This design comes from an exercise in tuning for small area on the open sky130 flow, not from production work.
Only simulation tests tie the RTL to the original design; equivalence was not proved.
The flow treats the clock pin as an ideal source, which a real chip does not have.

## flow/design.v (module list and top-level ports; edited modules follow where they fit)
// module fa: 4 lines
// module ha: 4 lines
// module mj: 3 lines
// module neural_pipeline_top: 1443 lines
module neural_pipeline_top (
    input wire clk,
    input wire rst,
    input wire signed [15:0] raw_in,
    output wire signed [15:0] vel_out
);
  // ...
==> flow/flow/run.sh <==
#!/bin/bash
# The standard layout (standard.sh, with the standard synthesis unchanged)
# plus three changes:
#  1. after the standard synthesis, the combinational logic other than the
#     full-adder and tie cells is re-mapped by ABC with an area script
#     (flow/reabc.abc); flip-flops and their names are left as they are;
#  2. port buffers use the smallest buffer cell (buf_1);
#  3. clock tree synthesis uses clkbuf_8 and no dummy loads; afterwards
#     clock buffers are downsized to clkbuf_4 where the clock-pin slew
#     allows it (flow/cts_trim.tcl).
# Each tool's output goes to a log file of its own in this folder.
set -euo pipefail
export BUFFER_PORTS_ARGS="-buffer_cell sky130_fd_sc_hd__buf_1"
export CTS_ARGS="-sink_clustering_enable -repair_clock_nets -dont_use_dummy_load -buf_list sky130_fd_sc_hd__clkbuf_8"

R=orfs/results/${FLOW_PLATFORM}/neural_pipeline_top/base
LIB=${FLOW_HOME}/platforms/${FLOW_PLATFORM}/lib/sky130_fd_sc_hd__tt_025C_1v80.lib
YOSYS=${FLOW_HOME}/../tools/install/yosys/bin/yosys
[ -x "$YOSYS" ] || YOSYS=yosys

bash standard.sh synth > standard_synth.log 2>&1
cp $R/1_2_yosys.v 1_2_yosys_standard.v

DU=""
for c in probe_p_8 probec_p_8 lpflow_bleeder_1 lpflow_clkbufkapwr_1 lpflow_clkbufkapwr_16 \
  lpflow_clkbufkapwr_2 lpflow_clkbufkapwr_4 lpflow_clkbufkapwr_8 lpflow_clkinvkapwr_1 \
  lpflow_clkinvkapwr_16 lpflow_clkinvkapwr_2 lpflow_clkinvkapwr_4 lpflow_clkinvkapwr_8 \
  lpflow_decapkapwr_12 lpflow_decapkapwr_3 lpflow_decapkapwr_4 lpflow_decapkapwr_6 \
  lpflow_decapkapwr_8 lpflow_inputiso0n_1 lpflow_inputiso0p_1 lpflow_inputiso1n_1 \
  lpflow_inputiso1p_1 lpflow_inputisolatch_1 lpflow_isobufsrc_1 lpflow_isobufsrc_16 \
  lpflow_isobufsrc_2 lpflow_isobufsrc_4 lpflow_isobufsrc_8 lpflow_isobufsrckapwr_16 \
  lpflow_lsbuf_lh_hl_isowell_tap_1 lpflow_lsbuf_lh_hl_isowell_tap_2 \
  lpflow_lsbuf_lh_hl_isowell_tap_4 lpflow_lsbuf_lh_isowell_4 lpflow_lsbuf_lh_isowell_tap_1 \
  lpflow_lsbuf_lh_isowell_tap_2 lpflow_lsbuf_lh_isowell_tap_4; do
  DU="$DU -dont_use sky130_fd_sc_hd__$c"
done

cat > reabc.ys <<EOT
read_liberty -ignore_miss_func $LIB
setattr -mod -set keep_hierarchy 1 sky130_fd_sc_hd__fa_1 sky130_fd_sc_hd__conb_1 sky130_fd_sc_hd__dfxtp_1
read_verilog 1_2_yosys_standard.v
hierarchy -top ${FLOW_TOP}
flatten
opt -purge
abc -liberty $LIB $DU -script flow/reabc.abc
opt_clean -purge

splitnets
opt_clean -purge
tee -o reabc_stat.txt stat -liberty $LIB
select ${FLOW_TOP}
write_verilog -noattr -nohex -nodec -selected $R/1_2_yosys.v
EOT
$YOSYS -s reabc.ys > reabc.log 2>&1

bash standard.sh cts > standard_to_cts.log 2>&1
OPENROAD=${FLOW_HOME}/../tools/install/OpenROAD/bin/openroad
[ -x "$OPENROAD" ] || OPENROAD=openroad
export R LIB
$OPENROAD -no_init -exit flow/cts_trim.tcl > cts_trim.log 2>&1

bash standard.sh > standard.log 2>&1
==> flow/flow/cts_trim.tcl <==
read_liberty $::env(LIB)
read_db $::env(R)/4_cts.odb
read_sdc $::env(R)/4_cts.sdc
source $::env(FLOW_HOME)/platforms/$::env(FLOW_PLATFORM)/setRC.tcl
set_propagated_clock [all_clocks]
estimate_parasitics -placement
proc maxslew {} {
  set ms 0
  foreach p [get_pins -of_objects [get_cells -filter "ref_name =~ *df*"] -filter "name == CLK"] {
    set s [get_property $p slew_max]
    if {$s > $ms} { set ms $s }
  }
  return $ms
}
puts "max clock-pin slew before: [maxslew]"
set small [[ord::get_db] findMaster sky130_fd_sc_hd__clkbuf_4]
foreach inst [[ord::get_db_block] getInsts] {
  set m [$inst getMaster]
  if {[$m getName] != "sky130_fd_sc_hd__clkbuf_8"} continue
  $inst swapMaster $small
  estimate_parasitics -placement
  set s [maxslew]
  if {$s > 0.110} {
    $inst swapMaster $m
    estimate_parasitics -placement
    puts "kept [$inst getName] ($s)"
  } else {
    puts "downsized [$inst getName] ($s)"
  }
}
puts "max clock-pin slew after: [maxslew]"
write_db $::env(R)/4_cts.odb
==> flow/flow/reabc.abc <==
strash
dch -f
amap
strash
dch -f
amap
strash
dch -f
amap
topo
==> flow/standard.sh <==
#!/bin/bash
# synth_recipe.tcl (not shown) runs the flow's synth.tcl, then flattens the netlist and writes it again
# the make line also repeats each setting of config.mk as NAME=value (left out here)
make -C /OpenROAD-flow-scripts/flow DESIGN_CONFIG=/design/flow/config.mk WORK_HOME=/design/flow/orfs CLKGATE_MAP_FILE= SYNTH_SCRIPT=/design/flow/synth_recipe.tcl "${@:-finish}"
==> flow/config.mk <==
export PLATFORM = sky130hd
export DESIGN_NAME = neural_pipeline_top
export DESIGN_NICKNAME = neural_pipeline_top
export VERILOG_FILES = /design/flow/design.v
export SDC_FILE = /design/flow/constraint.sdc
export NUM_CORES = 4
export LEC_CHECK = 0
export CAP_MARGIN = 20
export CORE_MARGIN = 2
export CORE_UTILIZATION = 70
export PLACE_DENSITY = 0.8
export SLEW_MARGIN = 20
export SYNTH_HIERARCHICAL = 1
==> flow/constraint.sdc <==
create_clock -name core_clock -period 25.0 [get_ports {clk}]
set_input_delay 5.0000 -clock core_clock [delete_from_list [all_inputs] [get_ports {clk}]]
set_output_delay 5.0000 -clock core_clock [all_outputs]
set_load 0.01 [all_outputs]
==> impl_metrics.env, run 1 <==
export IMPL_cts_resized=0
export IMPL_status="timing/DRC/antenna clean"
export IMPL_cp_common_cell="fa_1"
export IMPL_period_share_pct=84.4
export IMPL_fmax_mhz=47.4
export IMPL_area_growth_pct=5.34
export IMPL_insertion_delay_ps=580
export IMPL_regArea_um2=2940
export IMPL_clock_buffers=17
export IMPL_fin_skew_ps=30.2
export IMPL_syn_avg_cell_area_um2=11.5
export IMPL_tritoncts="done"
export IMPL_setup_viol=0
export IMPL_wl_met2_um=11900
export IMPL_h_tree_depth=4
export IMPL_final_cell_mix="fa_1, clkinv_1, dfxtp_1"
export IMPL_ios=34
export IMPL_largest_class="multi-input combinational cells"
export IMPL_clk_share_pct=1.50
export IMPL_rr_endpoint="y1[5]"
export IMPL_io_buffers=32
==> module neural_pipeline_top, before the edit <==
module neural_pipeline_top (
    input wire clk,
    input wire rst,
    input wire signed [15:0] raw_in,
    output wire signed [15:0] vel_out
);
    genvar i;
    reg [14:0] S;       
    reg [14:0] v;       
    reg [15:0] x1, x2, y1, y2;
    wire f1;
    wire f2;
    wire f3;
    wire f4;
    wire f5;
    wire f6;
    wire f7;
    wire f8;
    wire f9;
    wire f10;
    wire f11;
    wire f12;
    wire f13;
    wire f14;
    wire f15;
    wire f16;
    wire f17;
    wire f18;
    wire f19;
    wire f20;
    wire f21;
    wire f22;
    wire f23;
    wire f24;
    wire f25;
    wire f26;
    wire f27;
    wire f28;
    wire f29;
    wire f30;
    wire f31;
    wire f32;
    wire f33;
    wire f34;
    wire f35;
    wire f36;
    wire f37;
    wire f38;
    wire f39;
    wire f40;
    wire f41;
    wire f42;
    wire f43;
    wire f44;
    wire f45;
    wire f46;
    wire f47;
    wire f48;
    wire f49;
    wire f50;
    wire f51;
    wire f52;
    wire f53;
    wire f54;
    wire f55;
    wire f56;
    wire f57;
    wire f58;
    wire f59;
    wire f60;
    wire f61;
    wire f62;
    wire f63;
    wire f64;
    wire f65;
    wire f66;
    wire f67;
    wire f68;
    wire f69;
    wire f70;
    wire f71;
    wire f72;
    wire f73;
    wire f74;
    wire f75;
    wire f76;
    wire f77;
    wire f78;
    wire f79;
    wire f80;
    wire f81;
    wire f82;
    wire f83;
    wire f84;
    wire f85;
    wire f86;
    wire f87;
    wire f88;
    wire f89;
    wire f90;
    wire f91;
    wire f92;
    wire f93;
    wire f94;
    wire f95;
    wire f96;
    wire f97;
    wire f98;
    wire f99;
    wire f100;
    wire f101;
    wire f102;
    wire f103;
    wire f104;
    wire f105;
    wire f106;
    wire f107;
    wire f108;
    wire f109;
    wire f110;
    wire f111;
    wire f112;
    wire f113;
    wire f114;
    wire f115;
    wire f116;
    wire f117;
    wire f118;
    wire f119;
    wire f120;
    wire f121;
    wire f122;
    wire f123;
    wire f124;
    wire f125;
    wire f126;
    wire f127;
    wire f128;
    wire f129;
    wire f130;
    wire f131;
    wire f132;
    wire f133;
    wire f134;
    wire f135;
    wire f136;
    wire f137;
    wire f138;
    wire f139;
    wire f140;
    wire f141;
    wire f142;
    wire f143;
    wire f144;
    wire f145;
    wire f146;
    wire f147;
    wire f148;
    wire f149;
    wire f150;
    wire f151;
    wire f152;
    wire f153;
    wire f154;
    wire f155;
    wire f156;
    wire f157;
    wire f158;
    wire f159;
    wire f160;
    wire f161;
    wire f162;
    wire f163;
    wire f164;
    wire f165;
    wire f166;
    wire f167;
    wire f168;
    wire f169;
    wire f170;
    wire f171;
    wire f172;
    wire f173;
    wire f174;
    wire f175;
    wire f176;
    wire f177;
    wire f178;
    wire f179;
    wire f180;
    wire f181;
    wire f182;
    wire f183;
    wire f184;
    wire f185;
    wire f186;
    wire f187;
    wire f188;
    wire f189;
    wire f190;
    wire f191;
    wire f192;
    wire f193;
    wire f194;
    wire f195;
    wire f196;
    wire f197;
    wire f198;
    wire f199;
    wire f200;
    wire f201;
    wire f202;
    wire f203;
    wire f204;
    wire f205;
    wire f206;
    wire f207;
    wire f208;
    wire f209;
    wire f210;
    wire f211;
    wire f212;
    wire f213;
    wire f214;
    wire f215;
    wire f216;
    wire f217;
    wire f218;
    wire f219;
    wire f220;
    wire f221;
    wire f222;
    wire f223;
    wire f224;
    wire f225;
    wire f226;
    wire f227;
    wire f228;
    wire f229;
    wire f230;
    wire f231;
    wire f232;
    wire f233;
    wire f234;
    wire f235;
    wire f236;
    wire f237;
    wire f238;
    wire f239;
    wire f240;
    wire f241;
    wire f242;
    wire f243;
    wire f244;
    wire f245;
    wire f246;
    wire f247;
    wire f248;
    wire f249;
    wire f250;
    wire f251;
    wire f252;
    wire f253;
    wire f254;
    wire f255;
    wire f256;
    wire f257;
    wire f258;
    wire f259;
    wire f260;
    wire f261;
    wire f262;
    wire f263;
    wire f264;
    wire f265;
    wire f266;
    wire f267;
    wire f268;
    wire f269;
    wire f270;
    wire f271;
    wire f272;
    wire f273;
    wire f274;
    wire f275;
    wire f276;
    wire f277;
    wire f278;
    wire f279;
    wire f280;
    wire f281;
    wire f282;
    wire f283;
    wire f284;
    wire f285;
    wire f286;
    wire f287;
    wire f288;
    wire f289;
    wire f290;
    wire f291;
    wire f292;
    wire f293;
    wire f294;
    wire f295;
    wire f296;
    wire f297;
    wire f298;
    wire f299;
    wire f300;
    wire f301;
    wire f302;
    wire f303;
    wire f304;
    wire f305;
    wire f306;
    wire f307;
    wire f308;
    wire f309;
    wire f310;
    wire f311;
    wire f312;
    wire f313;
    wire f314;
    wire f315;
    wire f316;
    wire f317;
    wire f318;
    wire f319;
    wire f320;
    wire f321;
    wire f322;
    wire f323;
    wire f324;
    wire f325;
    wire f326;
    wire f327;
    wire f328;
    wire f329;
    wire f330;
    wire f331;
    wire f332;
    wire f333;
    wire f334;
    wire f335;
    wire f336;
    wire f337;
    wire f338;
    wire f339;
    wire f340;
    wire f341;
    wire f342;
    wire f343;
    wire f344;
    wire f345;
    wire f346;
    wire f347;
    wire f348;
    wire f349;
    wire f350;
    wire f351;
    wire f352;
    wire f353;
    wire f354;
    wire f355;
    wire f356;
    wire f357;
    wire f358;
    wire f359;
    wire f360;
    wire f361;
    wire f362;
    wire f363;
    wire f364;
    wire f365;
    wire f366;
    wire f367;
    wire f368;
    wire f369;
    wire f370;
    wire f371;
    wire f372;
    wire f373;
    wire f374;
    wire f375;
    wire f376;
    wire f377;
    wire f378;
    wire f379;
    wire f380;
    wire f381;
    wire f382;
    wire f383;
    wire f384;
    wire f385;
    wire f386;
    wire f387;
    wire f388;
    wire f389;
    wire f390;
    wire f391;
    wire f392;
    wire f393;
    wire f394;
    wire f395;
    wire f396;
    wire f397;
    wire f398;
    wire f399;
    wire f400;
    wire f401;
    wire f402;
    wire f403;
    wire f404;
    wire f405;
    wire f406;
    wire f407;
    wire f408;
    wire f409;
    wire f410;
    wire f411;
    wire f412;
    wire f413;
    wire f414;
    wire f415;
    wire f416;
    wire f417;
    wire f418;
    wire f419;
    wire f420;
    wire f421;
    wire f422;
    wire f423;
    wire f424;
    wire f425;
    wire f426;
    wire f427;
    wire f428;
    wire f429;
    wire f430;
    wire f431;
    wire f432;
    wire f433;
    wire f103_n = ~f103;
    wire f111_n = ~f111;
    wire f113_n = ~f113;
    wire f114_n = ~f114;
    wire f119_n = ~f119;
    wire f125_n = ~f125;
    wire f127_n = ~f127;
    wire f128_n = ~f128;
    wire f133_n = ~f133;
    wire f137_n = ~f137;
    wire f143_n = ~f143;
    wire f151_n = ~f151;
    wire f158_n = ~f158;
    wire f164_n = ~f164;
    wire f187_n = ~f187;
    wire f19_n = ~f19;
    wire f195_n = ~f195;
    wire f20_n = ~f20;
    wire f215_n = ~f215;
    wire f225_n = ~f225;
    wire f235_n = ~f235;
    wire f245_n = ~f245;
    wire f257_n = ~f257;
    wire f263_n = ~f263;
    wire f271_n = ~f271;
    wire f285_n = ~f285;
    wire f299_n = ~f299;
    wire f304_n = ~f304;
    wire f313_n = ~f313;
    wire f319_n = ~f319;
    wire f327_n = ~f327;
    wire f33_n = ~f33;
    wire f333_n = ~f333;
    wire f341_n = ~f341;
    wire f35_n = ~f35;
    wire f353_n = ~f353;
    wire f354_n = ~f354;
    wire f359_n = ~f359;
    wire f369_n = ~f369;
    wire f377_n = ~f377;
    wire f385_n = ~f385;
    wire f391_n = ~f391;
    wire f397_n = ~f397;
    wire f400_n = ~f400;
    wire f43_n = ~f43;
    wire f44_n = ~f44;
    wire f57_n = ~f57;
    wire f59_n = ~f59;
    wire f67_n = ~f67;
    wire f68_n = ~f68;
    wire f7_n = ~f7;
    wire f81_n = ~f81;
    wire f83_n = ~f83;
    wire f9_n = ~f9;
    wire f91_n = ~f91;
    wire f92_n = ~f92;
    wire f95_n = ~f95;
    wire raw_in_15_n = ~raw_in[15];
    wire x1_0_n = ~x1[0];
    wire x1_12_n = ~x1[12];
    wire x1_13_n = ~x1[13];
    wire x1_3_n = ~x1[3];
    wire x1_6_n = ~x1[6];
    wire x1_9_n = ~x1[9];
    wire y1_15_n = ~y1[15];
    wire y2_0_n = ~y2[0];
    wire y2_12_n = ~y2[12];
    wire y2_13_n = ~y2[13];
    wire y2_15_n = ~y2[15];
    wire y2_3_n = ~y2[3];
    wire y2_6_n = ~y2[6];
    wire y2_9_n = ~y2[9];
    ha f1_ha (.a(x2[0]), .b(raw_in[0]), .s(f1), .co(f2));
    fa f3_fa (.a(x1_0_n), .b(x2[1]), .c(y1[0]), .s(f3), .co(f4));
    fa f5_fa (.a(f3), .b(raw_in[1]), .c(f2), .s(f5), .co(f6));
    ha f7_ha (.a(y2_0_n), .b(f5), .s(f7), .co(f8));
    fa f9_fa (.a(x2[2]), .b(y1[1]), .c(f4), .s(f9), .co(f10));
    fa f11_fa (.a(x1[1]), .b(y2[1]), .c(f9_n), .s(f11), .co(f12));
    fa f13_fa (.a(raw_in[2]), .b(f6), .c(f8), .s(f13), .co(f14));
    assign f15 = ~(~f11 ^ f13);
    assign f16 = ~f11 | f13;
    fa f17_fa (.a(x2[3]), .b(y1[2]), .c(f10), .s(f17), .co(f18));
    fa f19_fa (.a(x1[2]), .b(y2[2]), .c(f12), .s(f19), .co(f20));
    fa f21_fa (.a(f17), .b(f19_n), .c(raw_in[3]), .s(f21), .co(f22));
    fa f23_fa (.a(f21), .b(f14), .c(f16), .s(f23), .co(f24));
    fa f25_fa (.a(x1_3_n), .b(x2[4]), .c(y1[3]), .s(f25), .co(f26));
    fa f27_fa (.a(y2_3_n), .b(f25), .c(f18), .s(f27), .co(f28));
    fa f29_fa (.a(f27), .b(raw_in[4]), .c(f22), .s(f29), .co(f30));
    fa f31_fa (.a(f20_n), .b(f29), .c(f24), .s(f31), .co(f32));
    fa f33_fa (.a(x2[5]), .b(y1[4]), .c(f26), .s(f33), .co(f34));
    fa f35_fa (.a(x1[4]), .b(y2[4]), .c(f33_n), .s(f35), .co(f36));
    fa f37_fa (.a(f28), .b(raw_in[5]), .c(f30), .s(f37), .co(f38));
    fa f39_fa (.a(f35_n), .b(f37), .c(f32), .s(f39), .co(f40));
    fa f41_fa (.a(x2[6]), .b(y1[5]), .c(f34), .s(f41), .co(f42));
    fa f43_fa (.a(x1[5]), .b(y2[5]), .c(f36), .s(f43), .co(f44));
    fa f45_fa (.a(f41), .b(f43_n), .c(raw_in[6]), .s(f45), .co(f46));
    fa f47_fa (.a(f45), .b(f38), .c(f40), .s(f47), .co(f48));
    fa f49_fa (.a(x1_6_n), .b(x2[7]), .c(y1[6]), .s(f49), .co(f50));
    fa f51_fa (.a(y2_6_n), .b(f49), .c(f42), .s(f51), .co(f52));
    fa f53_fa (.a(f51), .b(raw_in[7]), .c(f46), .s(f53), .co(f54));
    fa f55_fa (.a(f44_n), .b(f53), .c(f48), .s(f55), .co(f56));
    fa f57_fa (.a(x2[8]), .b(y1[7]), .c(f50), .s(f57), .co(f58));
    fa f59_fa (.a(x1[7]), .b(y2[7]), .c(f57_n), .s(f59), .co(f60));
    fa f61_fa (.a(f52), .b(raw_in[8]), .c(f54), .s(f61), .co(f62));
    fa f63_fa (.a(f59_n), .b(f61), .c(f56), .s(f63), .co(f64));
    fa f65_fa (.a(x2[9]), .b(y1[8]), .c(f58), .s(f65), .co(f66));
    fa f67_fa (.a(x1[8]), .b(y2[8]), .c(f60), .s(f67), .co(f68));
    fa f69_fa (.a(f65), .b(f67_n), .c(raw_in[9]), .s(f69), .co(f70));
    fa f71_fa (.a(f69), .b(f62), .c(f64), .s(f71), .co(f72));
    fa f73_fa (.a(x1_9_n), .b(x2[10]), .c(y1[9]), .s(f73), .co(f74));
    fa f75_fa (.a(y2_9_n), .b(f73), .c(f66), .s(f75), .co(f76));
    fa f77_fa (.a(f75), .b(raw_in[10]), .c(f70), .s(f77), .co(f78));
    fa f79_fa (.a(f68_n), .b(f77), .c(f72), .s(f79), .co(f80));
    fa f81_fa (.a(x2[11]), .b(y1[10]), .c(f74), .s(f81), .co(f82));
    fa f83_fa (.a(x1[10]), .b(y2[10]), .c(f81_n), .s(f83), .co(f84));
    fa f85_fa (.a(f76), .b(raw_in[11]), .c(f78), .s(f85), .co(f86));
    fa f87_fa (.a(f83_n), .b(f85), .c(f80), .s(f87), .co(f88));
    fa f89_fa (.a(x2[12]), .b(y1[11]), .c(f82), .s(f89), .co(f90));
    fa f91_fa (.a(x1[11]), .b(y2[11]), .c(f84), .s(f91), .co(f92));
    fa f93_fa (.a(f89), .b(f91_n), .c(raw_in[12]), .s(f93), .co(f94));
    fa f95_fa (.a(f93), .b(f86), .c(f88), .s(f95), .co(f96));
    fa f97_fa (.a(x1_12_n), .b(x2[13]), .c(y1[12]), .s(f97), .co(f98));
    fa f99_fa (.a(y2_12_n), .b(f97), .c(f90), .s(f99), .co(f100));
    fa f101_fa (.a(f99), .b(raw_in[13]), .c(f94), .s(f101), .co(f102));
    fa f103_fa (.a(f92_n), .b(f101), .c(f96), .s(f103), .co(f104));
    fa f105_fa (.a(x2[14]), .b(y1[13]), .c(f98), .s(f105), .co(f106));
    fa f107_fa (.a(x1_13_n), .b(y2_13_n), .c(f105), .s(f107), .co(f108));
    fa f109_fa (.a(f100), .b(raw_in[14]), .c(f102), .s(f109), .co(f110));
    fa f111_fa (.a(f107), .b(f109), .c(f104), .s(f111), .co(f112));
    fa f113_fa (.a(x1[14]), .b(x2[15]), .c(y2[14]), .s(f113), .co(f114));
    fa f115_fa (.a(y1[14]), .b(f113_n), .c(f106), .s(f115), .co(f116));
    fa f117_fa (.a(f108), .b(f115), .c(raw_in_15_n), .s(f117), .co(f118));
    fa f119_fa (.a(f117), .b(f110), .c(f112), .s(f119), .co(f120));
    fa f121_fa (.a(x1[15]), .b(y1_15_n), .c(y2[15]), .s(f121), .co(f122));
    fa f123_fa (.a(f114_n), .b(f121), .c(f116), .s(f123), .co(f124));
    fa f125_fa (.a(f123), .b(f118), .c(f120), .s(f125), .co(f126));
    fa f127_fa (.a(f122), .b(f124), .c(f126), .s(f127), .co(f128));
    ha f129_ha (.a(y1[0]), .b(y2[0]), .s(f129), .co(f130));
    fa f131_fa (.a(y1[1]), .b(y2[1]), .c(f130), .s(f131), .co(f132));
    fa f133_fa (.a(y1[2]), .b(y2[2]), .c(f132), .s(f133), .co(f134));
    fa f135_fa (.a(y1[3]), .b(y2[3]), .c(f134), .s(f135), .co(f136));
    fa f137_fa (.a(y1[4]), .b(y2[4]), .c(f136), .s(f137), .co(f138));
    fa f139_fa (.a(y1[5]), .b(y2[5]), .c(f138), .s(f139), .co(f140));
    fa f141_fa (.a(y1[6]), .b(y2[6]), .c(f140), .s(f141), .co(f142));
    fa f143_fa (.a(y1[7]), .b(y2[7]), .c(f142), .s(f143), .co(f144));
    fa f145_fa (.a(y1[8]), .b(y2[8]), .c(f144), .s(f145), .co(f146));
    fa f147_fa (.a(y1[9]), .b(y2[9]), .c(f146), .s(f147), .co(f148));
    fa f149_fa (.a(y1[10]), .b(y2[10]), .c(f148), .s(f149), .co(f150));
    fa f151_fa (.a(y1[11]), .b(y2[11]), .c(f150), .s(f151), .co(f152));
    fa f153_fa (.a(y1[12]), .b(y2[12]), .c(f152), .s(f153), .co(f154));
    fa f155_fa (.a(y1[13]), .b(y2[13]), .c(f154), .s(f155), .co(f156));
    fa f157_fa (.a(y1[14]), .b(y2[14]), .c(f156), .s(f157), .co(f158));
    fa f159_fa (.a(y1[15]), .b(y2[15]), .c(f158_n), .s(f159), .co(f160));
    assign f161 = ~(f129 ^ ~f1);
    assign f162 = f129 | ~f1;
    mj f164_mj (.a(f131), .b(f162), .c(f7_n), .y(f164));
    fa f165_fa (.a(f129), .b(f133_n), .c(f1), .s(f165), .co(f166));
    mj f168_mj (.a(f165), .b(f164_n), .c(f15), .y(f168));
    fa f169_fa (.a(f131), .b(f166), .c(f7), .s(f169), .co(f170));
    fa f171_fa (.a(f169), .b(f168), .c(f23), .s(f171), .co(f172));
    assign f173 = ~(f135 ^ ~f171);
    assign f174 = f135 | ~f171;
    fa f175_fa (.a(f133), .b(f137_n), .c(f1), .s(f175), .co(f176));
    fa f177_fa (.a(f175), .b(f170), .c(f15), .s(f177), .co(f178));
    fa f179_fa (.a(f177), .b(f31), .c(f172), .s(f179), .co(f180));
    assign f181 = ~(f174 ^ ~f179);
    assign f182 = f174 | ~f179;
    fa f183_fa (.a(f135), .b(f176), .c(f7), .s(f183), .co(f184));
    fa f185_fa (.a(f183), .b(f178), .c(f23), .s(f185), .co(f186));
    fa f187_fa (.a(f185), .b(f39), .c(f180), .s(f187), .co(f188));
    mj f190_mj (.a(f139), .b(f182), .c(f187_n), .y(f190));
    fa f191_fa (.a(f137), .b(f184), .c(f15), .s(f191), .co(f192));
    fa f193_fa (.a(f191), .b(f31), .c(f186), .s(f193), .co(f194));
    fa f195_fa (.a(f193), .b(f47), .c(f188), .s(f195), .co(f196));
    mj f198_mj (.a(f141), .b(f190), .c(f195_n), .y(f198));
    fa f199_fa (.a(f139), .b(f143_n), .c(f1), .s(f199), .co(f200));
    fa f201_fa (.a(f199), .b(f192), .c(f23), .s(f201), .co(f202));
    fa f203_fa (.a(f201), .b(f39), .c(f194), .s(f203), .co(f204));
    fa f205_fa (.a(f203), .b(f55), .c(f196), .s(f205), .co(f206));
    assign f207 = ~(f198 ^ ~f205);
    assign f208 = f198 | ~f205;
    fa f209_fa (.a(f141), .b(f200), .c(f7), .s(f209), .co(f210));
    fa f211_fa (.a(f209), .b(f31), .c(f202), .s(f211), .co(f212));
    fa f213_fa (.a(f211), .b(f47), .c(f204), .s(f213), .co(f214));
    fa f215_fa (.a(f213), .b(f63), .c(f206), .s(f215), .co(f216));
    mj f218_mj (.a(f145), .b(f208), .c(f215_n), .y(f218));
    fa f219_fa (.a(f143), .b(f210), .c(f15), .s(f219), .co(f220));
    fa f221_fa (.a(f219), .b(f39), .c(f212), .s(f221), .co(f222));
    fa f223_fa (.a(f221), .b(f55), .c(f214), .s(f223), .co(f224));
    fa f225_fa (.a(f223), .b(f71), .c(f216), .s(f225), .co(f226));
    mj f228_mj (.a(f147), .b(f218), .c(f225_n), .y(f228));
    fa f229_fa (.a(f145), .b(f220), .c(f23), .s(f229), .co(f230));
    fa f231_fa (.a(f229), .b(f47), .c(f222), .s(f231), .co(f232));
    fa f233_fa (.a(f231), .b(f63), .c(f224), .s(f233), .co(f234));
    fa f235_fa (.a(f233), .b(f79), .c(f226), .s(f235), .co(f236));
    mj f238_mj (.a(f149), .b(f228), .c(f235_n), .y(f238));
    fa f239_fa (.a(f147), .b(f31), .c(f230), .s(f239), .co(f240));
    fa f241_fa (.a(f239), .b(f55), .c(f232), .s(f241), .co(f242));
    fa f243_fa (.a(f241), .b(f71), .c(f234), .s(f243), .co(f244));
    fa f245_fa (.a(f243), .b(f87), .c(f236), .s(f245), .co(f246));
    mj f248_mj (.a(f151), .b(f238), .c(f245_n), .y(f248));
    fa f249_fa (.a(y2[0]), .b(f153), .c(f1), .s(f249), .co(f250));
    fa f251_fa (.a(f149), .b(f39), .c(f240), .s(f251), .co(f252));
    fa f253_fa (.a(f251), .b(f63), .c(f242), .s(f253), .co(f254));
    fa f255_fa (.a(f253), .b(f79), .c(f244), .s(f255), .co(f256));
    fa f257_fa (.a(f255), .b(f95), .c(f246), .s(f257), .co(f258));
    fa f259_fa (.a(f249), .b(f248), .c(f257_n), .s(f259), .co(f260));
    fa f261_fa (.a(y2[1]), .b(f155), .c(f250), .s(f261), .co(f262));
    fa f263_fa (.a(f151_n), .b(f7), .c(f261), .s(f263), .co(f264));
    fa f265_fa (.a(f263_n), .b(f47), .c(f252), .s(f265), .co(f266));
    fa f267_fa (.a(f265), .b(f71), .c(f254), .s(f267), .co(f268));
    fa f269_fa (.a(f267), .b(f87), .c(f256), .s(f269), .co(f270));
    fa f271_fa (.a(f269), .b(f103), .c(f258), .s(f271), .co(f272));
    ha f273_ha (.a(f260), .b(f271_n), .s(f273), .co(f274));
    fa f275_fa (.a(y2[2]), .b(f157), .c(f262), .s(f275), .co(f276));
    fa f277_fa (.a(f264), .b(f275), .c(f15), .s(f277), .co(f278));
    fa f279_fa (.a(f153), .b(f55), .c(f266), .s(f279), .co(f280));
    fa f281_fa (.a(f279), .b(f79), .c(f268), .s(f281), .co(f282));
    fa f283_fa (.a(f281), .b(f95), .c(f270), .s(f283), .co(f284));
    fa f285_fa (.a(f283), .b(f111), .c(f272), .s(f285), .co(f286));
    fa f287_fa (.a(f277), .b(f274), .c(f285_n), .s(f287), .co(f288));
    fa f289_fa (.a(y2_3_n), .b(f155), .c(f159), .s(f289), .co(f290));
    fa f291_fa (.a(f276), .b(f278), .c(f23), .s(f291), .co(f292));
    fa f293_fa (.a(f289), .b(f63), .c(f280), .s(f293), .co(f294));
    fa f295_fa (.a(f293), .b(f87), .c(f282), .s(f295), .co(f296));
    fa f297_fa (.a(f295), .b(f103), .c(f284), .s(f297), .co(f298));
    fa f299_fa (.a(f297), .b(f119), .c(f286), .s(f299), .co(f300));
    fa f301_fa (.a(f291), .b(f288), .c(f299_n), .s(f301), .co(f302));
    fa f303_fa (.a(f157), .b(f160), .c(f290), .s(f303), .co(f304));
    fa f305_fa (.a(y2[4]), .b(f31), .c(f292), .s(f305), .co(f306));
    fa f307_fa (.a(f303), .b(f71), .c(f294), .s(f307), .co(f308));
    fa f309_fa (.a(f307), .b(f95), .c(f296), .s(f309), .co(f310));
    fa f311_fa (.a(f309), .b(f111), .c(f298), .s(f311), .co(f312));
    fa f313_fa (.a(f311), .b(f125), .c(f300), .s(f313), .co(f314));
    fa f315_fa (.a(f305), .b(f302), .c(f313_n), .s(f315), .co(f316));
    fa f317_fa (.a(y2[5]), .b(f159), .c(f304_n), .s(f317), .co(f318));
    fa f319_fa (.a(f317), .b(f39), .c(f306), .s(f319), .co(f320));
    fa f321_fa (.a(f319_n), .b(f79), .c(f308), .s(f321), .co(f322));
    fa f323_fa (.a(f321), .b(f103), .c(f310), .s(f323), .co(f324));
    fa f325_fa (.a(f323), .b(f119), .c(f312), .s(f325), .co(f326));
    fa f327_fa (.a(f325), .b(f127), .c(f314), .s(f327), .co(f328));
    fa f329_fa (.a(f316), .b(f327_n), .c(f315), .s(f329), .co(f330));
    fa f331_fa (.a(y2[6]), .b(f160), .c(f318), .s(f331), .co(f332));
    fa f333_fa (.a(f331), .b(f47), .c(f320), .s(f333), .co(f334));
    fa f335_fa (.a(f333_n), .b(f87), .c(f322), .s(f335), .co(f336));
    fa f337_fa (.a(f335), .b(f111), .c(f324), .s(f337), .co(f338));
    fa f339_fa (.a(f337), .b(f125), .c(f326), .s(f339), .co(f340));
    fa f341_fa (.a(f128), .b(f339), .c(f328), .s(f341), .co(f342));
    fa f343_fa (.a(f341_n), .b(f330), .c(f329), .s(f343), .co(f344));
    fa f345_fa (.a(y2[7]), .b(f332), .c(f55), .s(f345), .co(f346));
    fa f347_fa (.a(f334), .b(f345), .c(f95_n), .s(f347), .co(f348));
    fa f349_fa (.a(f336), .b(f119), .c(f338), .s(f349), .co(f350));
    fa f351_fa (.a(f349), .b(f127), .c(f340), .s(f351), .co(f352));
    fa f353_fa (.a(f347), .b(f344), .c(f343), .s(f353), .co(f354));
    fa f355_fa (.a(f351), .b(f342), .c(f353_n), .s(f355), .co(f356));
    fa f357_fa (.a(y2[8]), .b(f63), .c(f346), .s(f357), .co(f358));
    fa f359_fa (.a(f357), .b(f103_n), .c(f348), .s(f359), .co(f360));
    fa f361_fa (.a(f125), .b(f350), .c(f128), .s(f361), .co(f362));
    fa f363_fa (.a(f359_n), .b(f352), .c(f361), .s(f363), .co(f364));
    fa f365_fa (.a(f363), .b(f354_n), .c(f356), .s(f365), .co(f366));
    fa f367_fa (.a(y2[9]), .b(f71), .c(f358), .s(f367), .co(f368));
    fa f369_fa (.a(f367), .b(f111_n), .c(f360), .s(f369), .co(f370));
    fa f371_fa (.a(f127), .b(f362), .c(f364), .s(f371), .co(f372));
    fa f373_fa (.a(f369_n), .b(f371), .c(f366), .s(f373), .co(f374));
    fa f375_fa (.a(y2[10]), .b(f79), .c(f368), .s(f375), .co(f376));
    fa f377_fa (.a(f375), .b(f119_n), .c(f370), .s(f377), .co(f378));
    fa f379_fa (.a(f377_n), .b(f128), .c(f372), .s(f379), .co(f380));
    fa f381_fa (.a(f379), .b(f374), .c(f373), .s(f381), .co(f382));
    fa f383_fa (.a(y2[11]), .b(f87), .c(f376), .s(f383), .co(f384));
    fa f385_fa (.a(f383), .b(f125_n), .c(f378), .s(f385), .co(f386));
    fa f387_fa (.a(f385_n), .b(f380), .c(f382), .s(f387), .co(f388));
    fa f389_fa (.a(y2[12]), .b(f95), .c(f384), .s(f389), .co(f390));
    fa f391_fa (.a(f389), .b(f127_n), .c(f386), .s(f391), .co(f392));
    fa f393_fa (.a(f391_n), .b(f388), .c(f387), .s(f393), .co(f394));
    fa f395_fa (.a(y2[13]), .b(f103), .c(f390), .s(f395), .co(f396));
    fa f397_fa (.a(f395), .b(f128_n), .c(f392), .s(f397), .co(f398));
    fa f399_fa (.a(f397_n), .b(f394), .c(f393), .s(f399), .co(f400));
    fa f401_fa (.a(y2[14]), .b(f111), .c(f396), .s(f401), .co(f402));
    fa f403_fa (.a(f401), .b(f398), .c(f400_n), .s(f403), .co(f404));
    fa f405_fa (.a(y2_15_n), .b(f119), .c(f402), .s(f405), .co(f406));
    fa f407_fa (.a(f405), .b(f404), .c(f403), .s(f407), .co(f408));
    fa f409_fa (.a(f125), .b(f406), .c(f408), .s(f409), .co(f410));
    fa f411_fa (.a(f127), .b(f410), .c(f409), .s(f411), .co(f412));
    assign f413 = f128 ^ f412 ^ f411;
    assign f415 = f259;
    assign f416 = f273;
    assign f417 = f287;
    assign f418 = f301;
    assign f419 = ~f315;
    assign f420 = ~f329;
    assign f421 = ~f343;
    assign f422 = ~f355;
    assign f423 = ~f365;
    assign f424 = f373;
    assign f425 = ~f381;
    assign f426 = f387;
    assign f427 = f393;
    assign f428 = ~f399;
    assign f429 = ~f403;
    assign f430 = f407;
    assign f431 = ~f409;
    assign f432 = ~f411;
    assign f433 = f413;
    wire [30:12] ya;
    assign ya[12] = f415;
    assign ya[13] = f416;
    assign ya[14] = f417;
    assign ya[15] = f418;
    assign ya[16] = f419;
    assign ya[17] = f420;
    assign ya[18] = f421;
    assign ya[19] = f422;
    assign ya[20] = f423;
    assign ya[21] = f424;
    assign ya[22] = f425;
    assign ya[23] = f426;
    assign ya[24] = f427;
    assign ya[25] = f428;
    assign ya[26] = f429;
    assign ya[27] = f430;
    assign ya[28] = f431;
    assign ya[29] = f432;
    assign ya[30] = f433;
    wire ovf = (ya[30] != ya[27]) | (ya[29] != ya[27]) | (ya[28] != ya[27]);
    wire [15:0] y_comb = ovf ? {ya[30], {15{~ya[30]}}} : ya[27:12];
    always @(posedge clk) begin
        if (rst) begin
            x1 <= 0;
            x2 <= 0;
            y1 <= 0;
            y2 <= 0;
        end else begin
            x1 <= raw_in;
            x2 <= x1;
            y1 <= y_comb;
            y2 <= y1;
        end
    end
    reg [28:0] acc;
    wire [14:0] ax = y2[14:0] ^ {15{y2[15]}};
    wire cin = y2[15] & (|y2[14:0]);
    wire t1;
    wire t2;
    wire t3;
    wire t4;
    wire t5;
    wire t6;
    wire t7;
    wire t8;
    wire t9;
    wire t10;
    wire t11;
    wire t12;
    wire t13;
    wire t14;
    wire t15;
    wire t16;
    wire t17;
    wire t18;
    wire t19;
    wire t20;
    wire t21;
    wire t22;
    wire t23;
    wire t24;
    wire t25;
    wire t26;
    wire t27;
    wire t28;
    wire t29;
    wire t30;
    wire t31;
    wire t32;
    wire t33;
    wire t34;
    wire t35;
    wire t36;
    wire t37;
    wire t38;
    wire t39;
    wire t40;
    wire t41;
    wire t42;
    wire t43;
    wire t44;
    wire t45;
    wire t46;
    wire t47;
    wire t48;
    wire t49;
    wire t50;
    wire t51;
    wire t52;
    wire t53;
    wire t54;
    wire t55;
    wire t56;
    wire t57;
    wire t58;
    wire t59;
    wire t60;
    wire t61;
    wire t62;
    wire t63;
    wire t64;
    wire t65;
    wire t66;
    wire t67;
    wire t68;
    wire t69;
    wire t70;
    wire t71;
    wire t72;
    wire t73;
    wire t74;
    wire t75;
    wire t76;
    wire t77;
    wire t78;
    wire t79;
    wire t80;
    wire t81;
    wire t82;
    wire t83;
    wire t84;
    wire t85;
    wire t86;
    wire t87;
    wire t88;
    wire t89;
    wire t90;
    wire t91;
    wire t92;
    wire t93;
    wire t94;
    wire t95;
    wire t96;
    wire t97;
    wire t98;
    wire t99;
    wire t100;
    wire t101;
    wire t102;
    wire t103;
    wire t104;
    wire t105;
    wire t106;
    wire t107;
    wire t108;
    wire t109;
    wire t110;
    wire t111;
    wire t112;
    wire t113;
    wire t114;
    wire t115;
    wire t116;
    wire t117;
    wire t118;
    wire t119;
    wire t120;
    wire t121;
    wire t122;
    wire t123;
    wire t124;
    wire t125;
    wire t126;
    wire t127;
    wire t128;
    wire t129;
    wire t130;
    wire t131;
    wire t132;
    wire t133;
    wire t134;
    wire t135;
    wire t136;
    wire t137;
    wire t138;
    wire t139;
    wire t140;
    wire t141;
    wire t142;
    wire t143;
    wire t144;
    wire t145;
    wire t146;
    wire t147;
    wire t148;
    wire t149;
    wire t150;
    wire t151;
    wire t152;
    wire t153;
    wire t154;
    wire t155;
    wire t156;
    wire t157;
    wire t158;
    wire t159;
    wire t160;
    wire t161;
    wire t162;
    wire t163;
    wire t164;
    wire t165;
    wire t166;
    wire t167;
    wire t168;
    wire t169;
    wire t170;
    wire t171;
    wire t172;
    wire t173;
    wire t174;
    wire t175;
    wire t176;
    wire t177;
    wire t178;
    wire t179;
    wire t180;
    wire t181;
    wire t182;
    wire t183;
    wire t184;
    wire t185;
    wire t186;
    wire t187;
    wire t188;
    wire t189;
    wire t190;
    wire t191;
    wire t192;
    wire t193;
    wire t194;
    wire t195;
    wire t196;
    wire t197;
    wire t198;
    wire t199;
    wire t200;
    wire t201;
    wire t202;
    wire t203;
    wire t204;
    wire t205;
    wire t206;
    wire t207;
    wire t208;
    wire t209;
    wire t210;
    wire t211;
    wire t212;
    wire t213;
    wire t214;
    wire t215;
    wire t216;
    wire t217;
    wire t218;
    wire t219;
    wire t220;
    wire t221;
    wire t222;
    wire t223;
    wire t224;
    wire t225;
    wire t226;
    wire t227;
    wire t228;
    wire acc_15_n = ~acc[15];
    wire acc_16_n = ~acc[16];
    wire acc_17_n = ~acc[17];
    wire acc_18_n = ~acc[18];
    wire acc_19_n = ~acc[19];
    wire acc_20_n = ~acc[20];
    wire acc_21_n = ~acc[21];
    wire acc_22_n = ~acc[22];
    wire acc_23_n = ~acc[23];
    wire acc_24_n = ~acc[24];
    wire acc_25_n = ~acc[25];
    wire acc_26_n = ~acc[26];
    wire acc_27_n = ~acc[27];
    wire acc_28_n = ~acc[28];
    fa t1_fa (.a(acc[0]), .b(ax[0]), .c(cin), .s(t1), .co(t2));
    assign t3 = ~(~acc[14] ^ t1);
    assign t4 = ~acc[14] | t1;
    fa t5_fa (.a(acc[1]), .b(ax[1]), .c(t2), .s(t5), .co(t6));
    fa t7_fa (.a(acc_15_n), .b(t4), .c(t5), .s(t7), .co(t8));
    fa t9_fa (.a(acc[2]), .b(acc_16_n), .c(ax[2]), .s(t9), .co(t10));
    fa t11_fa (.a(t9), .b(t6), .c(t8), .s(t11), .co(t12));
    fa t13_fa (.a(acc[3]), .b(ax[3]), .c(t10), .s(t13), .co(t14));
    fa t15_fa (.a(acc_17_n), .b(t13), .c(t12), .s(t15), .co(t16));
    fa t17_fa (.a(acc[4]), .b(ax[4]), .c(t14), .s(t17), .co(t18));
    fa t19_fa (.a(acc_18_n), .b(t17), .c(t16), .s(t19), .co(t20));
    fa t21_fa (.a(acc[5]), .b(acc_19_n), .c(ax[5]), .s(t21), .co(t22));
    fa t23_fa (.a(t21), .b(t18), .c(t20), .s(t23), .co(t24));
    fa t25_fa (.a(acc[6]), .b(ax[6]), .c(t22), .s(t25), .co(t26));
    fa t27_fa (.a(acc_20_n), .b(t25), .c(t24), .s(t27), .co(t28));
    fa t29_fa (.a(acc[7]), .b(ax[7]), .c(t26), .s(t29), .co(t30));
    fa t31_fa (.a(acc_21_n), .b(t29), .c(t28), .s(t31), .co(t32));
    fa t33_fa (.a(acc[8]), .b(acc_22_n), .c(ax[8]), .s(t33), .co(t34));
    fa t35_fa (.a(t33), .b(t30), .c(t32), .s(t35), .co(t36));
    fa t37_fa (.a(acc[9]), .b(ax[9]), .c(t34), .s(t37), .co(t38));
    fa t39_fa (.a(acc_23_n), .b(t37), .c(t36), .s(t39), .co(t40));
    fa t41_fa (.a(acc[10]), .b(ax[10]), .c(t38), .s(t41), .co(t42));
    fa t43_fa (.a(acc_24_n), .b(t41), .c(t40), .s(t43), .co(t44));
    fa t45_fa (.a(acc[11]), .b(acc_25_n), .c(ax[11]), .s(t45), .co(t46));
    fa t47_fa (.a(t45), .b(t42), .c(t44), .s(t47), .co(t48));
    fa t49_fa (.a(acc[12]), .b(ax[12]), .c(t46), .s(t49), .co(t50));
    fa t51_fa (.a(acc_26_n), .b(t49), .c(t48), .s(t51), .co(t52));
    fa t53_fa (.a(acc[13]), .b(ax[13]), .c(t50), .s(t53), .co(t54));
    fa t55_fa (.a(acc_27_n), .b(t53), .c(t52), .s(t55), .co(t56));
    fa t57_fa (.a(acc[14]), .b(acc_28_n), .c(ax[14]), .s(t57), .co(t58));
    fa t59_fa (.a(t57), .b(t54), .c(t56), .s(t59), .co(t60));
    fa t61_fa (.a(acc[15]), .b(t58), .c(t60), .s(t61), .co(t62));
    fa t63_fa (.a(acc[16]), .b(t62), .c(t61), .s(t63), .co(t64));
    fa t65_fa (.a(acc[17]), .b(t64), .c(t63), .s(t65), .co(t66));
    fa t67_fa (.a(acc[18]), .b(t66), .c(t65), .s(t67), .co(t68));
    fa t69_fa (.a(acc[19]), .b(t68), .c(t67), .s(t69), .co(t70));
    fa t71_fa (.a(acc[20]), .b(t70), .c(t69), .s(t71), .co(t72));
    fa t73_fa (.a(acc[21]), .b(t72), .c(t71), .s(t73), .co(t74));
    fa t75_fa (.a(acc[22]), .b(t74), .c(t73), .s(t75), .co(t76));
    fa t77_fa (.a(acc[23]), .b(t76), .c(t75), .s(t77), .co(t78));
    fa t79_fa (.a(acc[24]), .b(t78), .c(t77), .s(t79), .co(t80));
    fa t81_fa (.a(acc[25]), .b(t80), .c(t79), .s(t81), .co(t82));
    fa t83_fa (.a(acc[26]), .b(t82), .c(t81), .s(t83), .co(t84));
    fa t85_fa (.a(acc[27]), .b(t84), .c(t83), .s(t85), .co(t86));
    assign t87 = acc[28] ^ t86 ^ t85;
    assign t89 = t3;
    assign t90 = t7;
    assign t91 = t11;
    assign t92 = t15;
    assign t93 = t19;
    assign t94 = t23;
    assign t95 = t27;
    assign t96 = t31;
    assign t97 = t35;
    assign t98 = t39;
    assign t99 = t43;
    assign t100 = t47;
    assign t101 = t51;
    assign t102 = t55;
    assign t103 = t59;
    assign t104 = ~t61;
    assign t105 = ~t63;
    assign t106 = ~t65;
    assign t107 = ~t67;
    assign t108 = ~t69;
    assign t109 = ~t71;
    assign t110 = ~t73;
    assign t111 = ~t75;
    assign t112 = ~t77;
    assign t113 = ~t79;
    assign t114 = ~t81;
    assign t115 = ~t83;
    assign t116 = ~t85;
    assign t117 = ~t87;
    ha t118_ha (.a(acc[16]), .b(acc[14]), .s(t118), .co(t119));
    fa t120_fa (.a(acc[17]), .b(acc[15]), .c(t119), .s(t120), .co(t121));
    fa t122_fa (.a(acc[18]), .b(acc[16]), .c(t121), .s(t122), .co(t123));
    fa t124_fa (.a(acc[19]), .b(acc[17]), .c(t123), .s(t124), .co(t125));
    fa t126_fa (.a(acc[20]), .b(acc[18]), .c(t125), .s(t126), .co(t127));
    fa t128_fa (.a(acc[21]), .b(acc[19]), .c(t127), .s(t128), .co(t129));
    fa t130_fa (.a(acc[22]), .b(acc[20]), .c(t129), .s(t130), .co(t131));
    fa t132_fa (.a(acc[23]), .b(acc[21]), .c(t131), .s(t132), .co(t133));
    fa t134_fa (.a(acc[24]), .b(acc[22]), .c(t133), .s(t134), .co(t135));
    fa t136_fa (.a(acc[25]), .b(acc[23]), .c(t135), .s(t136), .co(t137));
    fa t138_fa (.a(acc[26]), .b(acc[24]), .c(t137), .s(t138), .co(t139));
    fa t140_fa (.a(acc[27]), .b(acc[25]), .c(t139), .s(t140), .co(t141));
    fa t142_fa (.a(acc[28]), .b(acc[26]), .c(t141), .s(t142), .co(t143));
    ha t144_ha (.a(acc[27]), .b(t143), .s(t144), .co(t145));
    ha t146_ha (.a(acc[28]), .b(t145), .s(t146), .co(t147));
    ha t148_ha (.a(acc[14]), .b(t120), .s(t148), .co(t149));
    fa t150_fa (.a(acc[15]), .b(t149), .c(t122), .s(t150), .co(t151));
    fa t152_fa (.a(t118), .b(t124), .c(t151), .s(t152), .co(t153));
    fa t154_fa (.a(t120), .b(t126), .c(t153), .s(t154), .co(t155));
    fa t156_fa (.a(t122), .b(t128), .c(t155), .s(t156), .co(t157));
    fa t158_fa (.a(t124), .b(t130), .c(t157), .s(t158), .co(t159));
    fa t160_fa (.a(t126), .b(t132), .c(t159), .s(t160), .co(t161));
    fa t162_fa (.a(t128), .b(t134), .c(t161), .s(t162), .co(t163));
    fa t164_fa (.a(t130), .b(t136), .c(t163), .s(t164), .co(t165));
    fa t166_fa (.a(t132), .b(t138), .c(t165), .s(t166), .co(t167));
    fa t168_fa (.a(t134), .b(t140), .c(t167), .s(t168), .co(t169));
    fa t170_fa (.a(t136), .b(t142), .c(t169), .s(t170), .co(t171));
    fa t172_fa (.a(t138), .b(t144), .c(t171), .s(t172), .co(t173));
    fa t174_fa (.a(t140), .b(t146), .c(t173), .s(t174), .co(t175));
    fa t176_fa (.a(t142), .b(t147), .c(t175), .s(t176), .co(t177));
    assign t178 = t144 ^ t177;
    assign t180 = t148;
    assign t181 = t150;
    assign t182 = t152;
    assign t183 = t154;
    assign t184 = t156;
    assign t185 = t158;
    assign t186 = t160;
    assign t187 = t162;
    assign t188 = t164;
    assign t189 = t166;
    assign t190 = t168;
    assign t191 = t170;
    assign t192 = t172;
    assign t193 = t174;
    assign t194 = t176;
    assign t195 = t178;
    assign t197 = y1[0] & m[0];
    mj t199_mj (.a(y1[1]), .b(m[1]), .c(t197), .y(t199));
    mj t201_mj (.a(y1[2]), .b(m[2]), .c(t199), .y(t201));
    mj t203_mj (.a(y1[3]), .b(m[3]), .c(t201), .y(t203));
    mj t205_mj (.a(y1[4]), .b(m[4]), .c(t203), .y(t205));
    mj t207_mj (.a(y1[5]), .b(m[5]), .c(t205), .y(t207));
    mj t209_mj (.a(y1[6]), .b(m[6]), .c(t207), .y(t209));
    mj t211_mj (.a(y1[7]), .b(m[7]), .c(t209), .y(t211));
    mj t213_mj (.a(y1[8]), .b(m[8]), .c(t211), .y(t213));
    mj t215_mj (.a(y1[9]), .b(m[9]), .c(t213), .y(t215));
    mj t217_mj (.a(y1[10]), .b(m[10]), .c(t215), .y(t217));
    mj t219_mj (.a(y1[11]), .b(m[11]), .c(t217), .y(t219));
    mj t221_mj (.a(y1[12]), .b(m[12]), .c(t219), .y(t221));
    mj t223_mj (.a(y1[13]), .b(m[13]), .c(t221), .y(t223));
    mj t225_mj (.a(y1[14]), .b(m[14]), .c(t223), .y(t225));
    mj t227_mj (.a(y1[15]), .b(m[15]), .c(t225), .y(t227));
    assign t228 = t227;
    wire [28:0] acc_nx;
    assign acc_nx[0] = t89;
    assign acc_nx[1] = t90;
    assign acc_nx[2] = t91;
    assign acc_nx[3] = t92;
    assign acc_nx[4] = t93;
    assign acc_nx[5] = t94;
    assign acc_nx[6] = t95;
    assign acc_nx[7] = t96;
    assign acc_nx[8] = t97;
    assign acc_nx[9] = t98;
    assign acc_nx[10] = t99;
    assign acc_nx[11] = t100;
    assign acc_nx[12] = t101;
    assign acc_nx[13] = t102;
    assign acc_nx[14] = t103;
    assign acc_nx[15] = t104;
    assign acc_nx[16] = t105;
    assign acc_nx[17] = t106;
    assign acc_nx[18] = t107;
    assign acc_nx[19] = t108;
    assign acc_nx[20] = t109;
    assign acc_nx[21] = t110;
    assign acc_nx[22] = t111;
    assign acc_nx[23] = t112;
    assign acc_nx[24] = t113;
    assign acc_nx[25] = t114;
    assign acc_nx[26] = t115;
    assign acc_nx[27] = t116;
    assign acc_nx[28] = t117;
    wire [15:0] m;
    assign m[0] = t180;
    assign m[1] = t181;
    assign m[2] = t182;
    assign m[3] = t183;
    assign m[4] = t184;
    assign m[5] = t185;
    assign m[6] = t186;
    assign m[7] = t187;
    assign m[8] = t188;
    assign m[9] = t189;
    assign m[10] = t190;
    assign m[11] = t191;
    assign m[12] = t192;
    assign m[13] = t193;
    assign m[14] = t194;
    assign m[15] = t195;
    wire c16 = t228;
    always @(posedge clk) begin
        if (rst)
            acc <= 0;
        else
            acc <= acc_nx;
    end
    wire m1;
    wire m2;
    wire m3;
    wire m4;
    wire m5;
    wire m6;
    wire m7;
    wire m8;
    wire m9;
    wire m10;
    wire m11;
    wire m12;
    wire m13;
    wire m14;
    wire m15;
    wire m16;
    wire m17;
    wire m18;
    wire m19;
    wire m20;
    wire m21;
    wire m22;
    wire m23;
    wire m24;
    wire m25;
    wire m26;
    wire m27;
    wire m28;
    wire m29;
    wire m30;
    wire m31;
    assign m1 = y1[0];
    assign m2 = y1[1] | m1;
    assign m3 = y1[2] | m2;
    assign m4 = y1[3] | m3;
    assign m5 = y1[4] & m4;
    assign m6 = y1[5] | m5;
    assign m7 = y1[6] & m6;
    assign m8 = y1[7] & m7;
    assign m9 = y1[8] | m8;
    assign m10 = y1[9] & m9;
    assign m11 = y1[10] | m10;
    assign m12 = y1[11] & m11;
    assign m13 = y1[12] | m12;
    assign m14 = y1[13] | m13;
    assign m15 = y1[14] | m14;
    assign m16 = ~y1[15] | m15;
    assign m17 = S[0];
    assign m18 = S[1] | m17;
    assign m19 = S[2] | m18;
    assign m20 = S[3] | m19;
    assign m21 = S[4] | m20;
    assign m22 = S[5] | m21;
    assign m23 = S[6] | m22;
    assign m24 = S[7] | m23;
    assign m25 = S[8] | m24;
    assign m26 = S[9] | m25;
    assign m27 = S[10] | m26;
    assign m28 = S[11] | m27;
    assign m29 = S[12] & m28;
    assign m30 = S[13] | m29;
    assign m31 = S[14] & m30;
    wire above = m16;
    wire over = m31;
    wire mz = ~|m[14:0];
    wire below = m[15] ? (~mz & ~(y1[15] ^ c16)) : (y1[15] & ~c16);
    reg [4:0] timer;
    wire idle = (timer == 5'd0);
    wire spike = (timer == 5'd20);
    wire [5:0] tbw;                    
    assign tbw[0] = 1'b1;
    generate for (i = 0; i < 5; i = i + 1) begin : g_dec
        assign tbw[i+1] = tbw[i] & ~timer[i];
    end endgenerate
    always @(posedge clk) begin
        if (rst)
            timer <= 0;
        else if (!idle)
            timer <= timer ^ tbw[4:0];
        else if (below && above)
            timer <= 5'd20;
    end
    reg [10:0] u;
    wire [11:0] uc;
    assign uc[0] = 1'b1;
    generate for (i = 0; i < 11; i = i + 1) begin : g_inc
        assign uc[i+1] = uc[i] & u[i];
    end endgenerate
    wire u_last = (u == 11'd1499);
    wire u_zero = (u == 11'd0);         
    wire upd = (u == 11'd1);            
    reg [6:0] w;
    wire done = (w == 7'd22);
    wire [6:0] w_nx = {w[5:0], ~(w[6] ^ w[5])};
    always @(posedge clk) begin
        if (rst) begin
            u <= 11'd1;
            w <= 7'd0;
        end else begin
            u <= u_last ? 11'd0 : (u ^ uc[10:0]);
            if (u_zero && !done)
                w <= w_nx;
        end
    end
    wire sp = done & spike;
    wire pwin = (u[10:4] == 7'd0);                
    wire mult = pwin & (u[3] | u[2]);             
    wire kbit = ~u[1] | (u[3] & u[2]);            
    reg pending;
    wire add = ~pwin & ~u_last & ~over & (sp | pending);
    always @(posedge clk) begin
        if (rst)
            pending <= 1'b0;
        else
            pending <= pwin & (pending | sp);
    end
    wire [14:0] bop = mult ? (kbit ? v : 15'd0) : (add ? 15'd819 : 15'd0);
    wire s1;
    wire s2;
    wire s3;
    wire s4;
    wire s5;
    wire s6;
    wire s7;
    wire s8;
    wire s9;
    wire s10;
    wire s11;
    wire s12;
    wire s13;
    wire s14;
    wire s15;
    wire s16;
    wire s17;
    wire s18;
    wire s19;
    wire s20;
    wire s21;
    wire s22;
    wire s23;
    wire s24;
    wire s25;
    wire s26;
    wire s27;
    wire s28;
    wire s29;
    wire s30;
    wire s31;
    wire s32;
    wire s33;
    wire s34;
    wire s35;
    wire s36;
    wire s37;
    wire s38;
    wire s39;
    wire s40;
    wire s41;
    wire s42;
    wire s43;
    wire s44;
    wire s45;
    wire s46;
    ha s1_ha (.a(S[0]), .b(bop[0]), .s(s1), .co(s2));
    fa s3_fa (.a(S[1]), .b(bop[1]), .c(s2), .s(s3), .co(s4));
    fa s5_fa (.a(S[2]), .b(bop[2]), .c(s4), .s(s5), .co(s6));
    fa s7_fa (.a(S[3]), .b(bop[3]), .c(s6), .s(s7), .co(s8));
    fa s9_fa (.a(S[4]), .b(bop[4]), .c(s8), .s(s9), .co(s10));
    fa s11_fa (.a(S[5]), .b(bop[5]), .c(s10), .s(s11), .co(s12));
    fa s13_fa (.a(S[6]), .b(bop[6]), .c(s12), .s(s13), .co(s14));
    fa s15_fa (.a(S[7]), .b(bop[7]), .c(s14), .s(s15), .co(s16));
    fa s17_fa (.a(S[8]), .b(bop[8]), .c(s16), .s(s17), .co(s18));
    fa s19_fa (.a(S[9]), .b(bop[9]), .c(s18), .s(s19), .co(s20));
    fa s21_fa (.a(S[10]), .b(bop[10]), .c(s20), .s(s21), .co(s22));
    fa s23_fa (.a(S[11]), .b(bop[11]), .c(s22), .s(s23), .co(s24));
    fa s25_fa (.a(S[12]), .b(bop[12]), .c(s24), .s(s25), .co(s26));
    fa s27_fa (.a(S[13]), .b(bop[13]), .c(s26), .s(s27), .co(s28));
    fa s29_fa (.a(S[14]), .b(bop[14]), .c(s28), .s(s29), .co(s30));
    assign s31 = s1;
    assign s32 = s3;
    assign s33 = s5;
    assign s34 = s7;
    assign s35 = s9;
    assign s36 = s11;
    assign s37 = s13;
    assign s38 = s15;
    assign s39 = s17;
    assign s40 = s19;
    assign s41 = s21;
    assign s42 = s23;
    assign s43 = s25;
    assign s44 = s27;
    assign s45 = s29;
    assign s46 = s30;
    wire [15:0] ssum;
    assign ssum[0] = s31;
    assign ssum[1] = s32;
    assign ssum[2] = s33;
    assign ssum[3] = s34;
    assign ssum[4] = s35;
    assign ssum[5] = s36;
    assign ssum[6] = s37;
    assign ssum[7] = s38;
    assign ssum[8] = s39;
    assign ssum[9] = s40;
    assign ssum[10] = s41;
    assign ssum[11] = s42;
    assign ssum[12] = s43;
    assign ssum[13] = s44;
    assign ssum[14] = s45;
    assign ssum[15] = s46;
    always @(posedge clk) begin
        if (rst || upd)
            S <= 0;
        else if (mult)
            S <= ssum[15:1];
        else
            S <= ssum[14:0];
        if (rst)
            v <= 0;
        else if (upd)
            v <= over ? 15'd20480 : S[14:0];
    end
    assign vel_out = {1'b0, v};
endmodule
==> run 2: changes to the inputs <==
--- a/flow/design.v
+++ b/flow/design.v
@@ -1323,22 +1323,21 @@
     wire u_last = (u == 11'd1499);
     wire u_zero = (u == 11'd0);         
     wire upd = (u == 11'd1);            
-    reg [6:0] w;
-    wire done = (w == 7'd22);
-    wire [6:0] w_nx = {w[5:0], ~(w[6] ^ w[5])};
+    reg done;
+    wire wend = S[6] & S[5] & S[1] & S[0];         
     always @(posedge clk) begin
         if (rst) begin
             u <= 11'd1;
-            w <= 7'd0;
+            done <= 1'b0;
         end else begin
             u <= u_last ? 11'd0 : (u ^ uc[10:0]);
-            if (u_zero && !done)
-                w <= w_nx;
+            if (u_zero && wend)
+                done <= 1'b1;
         end
     end
     wire sp = done & spike;
     wire pwin = (u[10:4] == 7'd0);                
-    wire mult = pwin & (u[3] | u[2]);             
+    wire mult = done & pwin & (u[3] | u[2]);      
     wire kbit = ~u[1] | (u[3] & u[2]);            
     reg pending;
     wire add = ~pwin & ~u_last & ~over & (sp | pending);
@@ -1348,7 +1347,9 @@
         else
             pending <= pwin & (pending | sp);
     end
-    wire [14:0] bop = mult ? (kbit ? v : 15'd0) : (add ? 15'd819 : 15'd0);
+    wire inc = ~done & u_zero;                    
+    wire [14:0] bop = mult ? (kbit ? v : 15'd0) : ((add ? 15'd819 : 15'd0) | {14'd0, inc});
+    wire clear = done ? upd : (u_zero & wend);
     wire s1;
     wire s2;
     wire s3;
@@ -1444,7 +1445,7 @@
     assign ssum[14] = s45;
     assign ssum[15] = s46;
     always @(posedge clk) begin
-        if (rst || upd)
+        if (rst || clear)
             S <= 0;
         else if (mult)
             S <= ssum[15:1];
@@ -1452,7 +1453,7 @@
             S <= ssum[14:0];
         if (rst)
             v <= 0;
-        else if (upd)
+        else if (upd && done)
             v <= over ? 15'd20480 : S[14:0];
     end
     assign vel_out = {1'b0, v};
==> run 2 against run 1 <==
Synthesized cell count is 1.9% lower. Final cell count is 1.8% lower. Count of clock-buffer cells in the layout stayed put. Largest cell class unchanged. Critical endpoint is now y1[10]. Highest routed layer unchanged.
==> impl_metrics.env, run 2 <==
export IMPL_status="timing/DRC/antenna clean"
export IMPL_largest_reg_flops=29
export IMPL_clk_pin_slew_ps=80
export IMPL_core_um2=15000
export IMPL_hp_class="reg2reg"
export IMPL_drt_wl_total_um=22500
export IMPL_required_ps=25480
export IMPL_drv_slew=0
export IMPL_layout_drive_gt1_share_pct=2.35
export IMPL_fin_setup_tns_ps=0
export IMPL_h_tree_depth=4
export IMPL_cp_data_arrival_time_ps=22070
export IMPL_r2r_slack_ps=5570
export IMPL_fin_crit_ps=21590
export IMPL_antenna_found_initial=1
export IMPL_first_pass_iters=5
export IMPL_vias_per_cell=5.85
export IMPL_grt_usage_pct=31.5
export IMPL_crit_slowest_cell="o21ai_0"
export IMPL_io_buffers=32
export IMPL_final_area_um2=11200
export IMPL_final_nets=1268
export IMPL_cts_sinks=141
export IMPL_grt_ovfl_total=0
export IMPL_hold_buffers=0
export IMPL_yosysWarnings=7
export IMPL_insertion_delay_ps=590
export IMPL_postPlaceCellArea_um2=11100
export IMPL_fmax_mhz=46.3
export IMPL_netlist_area_um2=10700
export IMPL_grt_pass1_vias=7588
export IMPL_syn_nets=1213
export IMPL_criticalPathCategory="in2reg"
export IMPL_chipHeight_um=127
export IMPL_syn_avg_cell_area_um2=11.5
export IMPL_num_vias=6821
export IMPL_regMostFlops="acc"
export IMPL_layout_commonest_cell="fa_1"
export IMPL_cts_resized=0
export IMPL_worst_pin_slew_ps=915
export IMPL_start_util_pct=71.0
export IMPL_ant_nets=0
export IMPL_clock_root_buffer="clkbuf_8"
export IMPL_dieArea_um2=16200
export IMPL_cap_viol_max_count=0
export IMPL_end_kind="flip-flop"
export IMPL_ios=34
export IMPL_fp_dieW_um=127
export IMPL_clock_path_buffers=2
export IMPL_syn_instance_count=924
export IMPL_maxSlewHeadroom_pct=38.3
export IMPL_tritoncts="done"
export IMPL_cp_common_cell="fa_1"
export IMPL_dp_hpwl_um=18200
export IMPL_area_growth_pct=5.18
export IMPL_drt_wirelength_per_cell_um=19.3
export IMPL_fin_skew_ps=42.4
export IMPL_period_share_pct=86.4
export IMPL_dr_first_iter_drc_count=350
export IMPL_grt_pass1_wl_um=38500
export IMPL_final_cell_mix="fa_1, dfxtp_1, clkinv_1"
export IMPL_grt_max_degree=47
export IMPL_cts_setup_buffers=0
export IMPL_crit_fanout=8
export IMPL_gp_congestion=0.903
export IMPL_cts_buffers=17
export IMPL_startpoint_type="input port"
export IMPL_finalHoldViolCount=0
export IMPL_slowest_delay_ps=710
export IMPL_fp_row_count=45
export IMPL_rsz0062_at_grt="no"
export IMPL_setup_viol=0
export IMPL_drc_errors=0
[run 2: per-stage QoR]
| step | cells | worst slack [ps] | hold slack (ps) | util [%] |
|---|---|---|---|---|
| 2_1_floorplan | 924 | 4200 | 375 | - |
| 5_1_grt | 1166 | 2720 | 445 | 74.6 |
| 6_report | 1166 | 3410 | 415 | 74.6 |
| 4_1_cts | 1165 | 3380 | 416 | 75.1 |
| 3_3_place_gp | 1148 | 3310 | 385 | 73.6 |
| 3_5_place_dp | 1148 | 2910 | 395 | 73.6 |
[run 2: final timing paths]
path | from | endpoint | cells past startpoint
min reg2reg | u[0] | u[0] | 1
max reg2reg | y2[0] | y1[10] | 49
max | raw_in[0] | y1[10] | 47
min | u[0] | u[0] | 1
[run 2: final cells by class]
cell class | count | area, um2
diodes | 1 | 2.50
clock buffers | 17 | 159
fillers | 1034 | 3810
inverters | 137 | 514
multi-input cells | 646 | 7330
flip-flops and latches | 141 | 2820
well taps | 188 | 235
repair buffers | 36 | 154
[run 2: critical path: cells and delay by family]
family	cells	cell delay (ps)
AO/OA/AOI/OAI	3	1060
adder cells (fa/ha/maj)	31	13750
buffers and inverters	9	1060
AND/OR/NAND/NOR	4	1200
[run 2: routing by layer]
metal	GRT usage, %	vias to the layer above	share of wire (%)
met3	5.74	55	5.1
li1	-	3036	-
met4	12.8	0	3.4
met5	0	-	0
met2	54.1	225	53
met1	40.2	3505	39

what the ideal ports hide:
No port has a modelled driver above. Below, the same layouts with a new extraction and two added sets of constraints.
Step 1 (the two cells are an assumption about what drives the block):
set clk [get_ports {clk}]
set_driving_cell -lib_cell sky130_fd_sc_hd__clkbuf_16 $clk
set_driving_cell -lib_cell sky130_fd_sc_hd__buf_2 [delete_from_list [all_inputs] $clk]
Step 2 adds t to the input delays and takes it off the output delays; t is the mean of the earliest and latest rising clock arrival at the registers after step 1. Input paths then give back, and output paths get back, about the clock's delay inside the block.
Three values: ideal, step 1, step 2; two values: the first two.
| run | t, ns | setup slack, ns | clock arrival spread, ns | cell pins on the clock port's net |
|---|---|---|---|---|
| run 1 | 0.605 | 3.893 / 3.908 / 3.302 | 0.031 / 0.031 | 1 |
| run 2 | 0.609 | 3.410 / 3.426 / 2.816 | 0.042 / 0.043 | 1 |
After both steps every run listed still meets setup and hold. The setup slack of run 2, which loses most, moves by +0.016 ns with the drivers and by -0.594 ns with both steps.
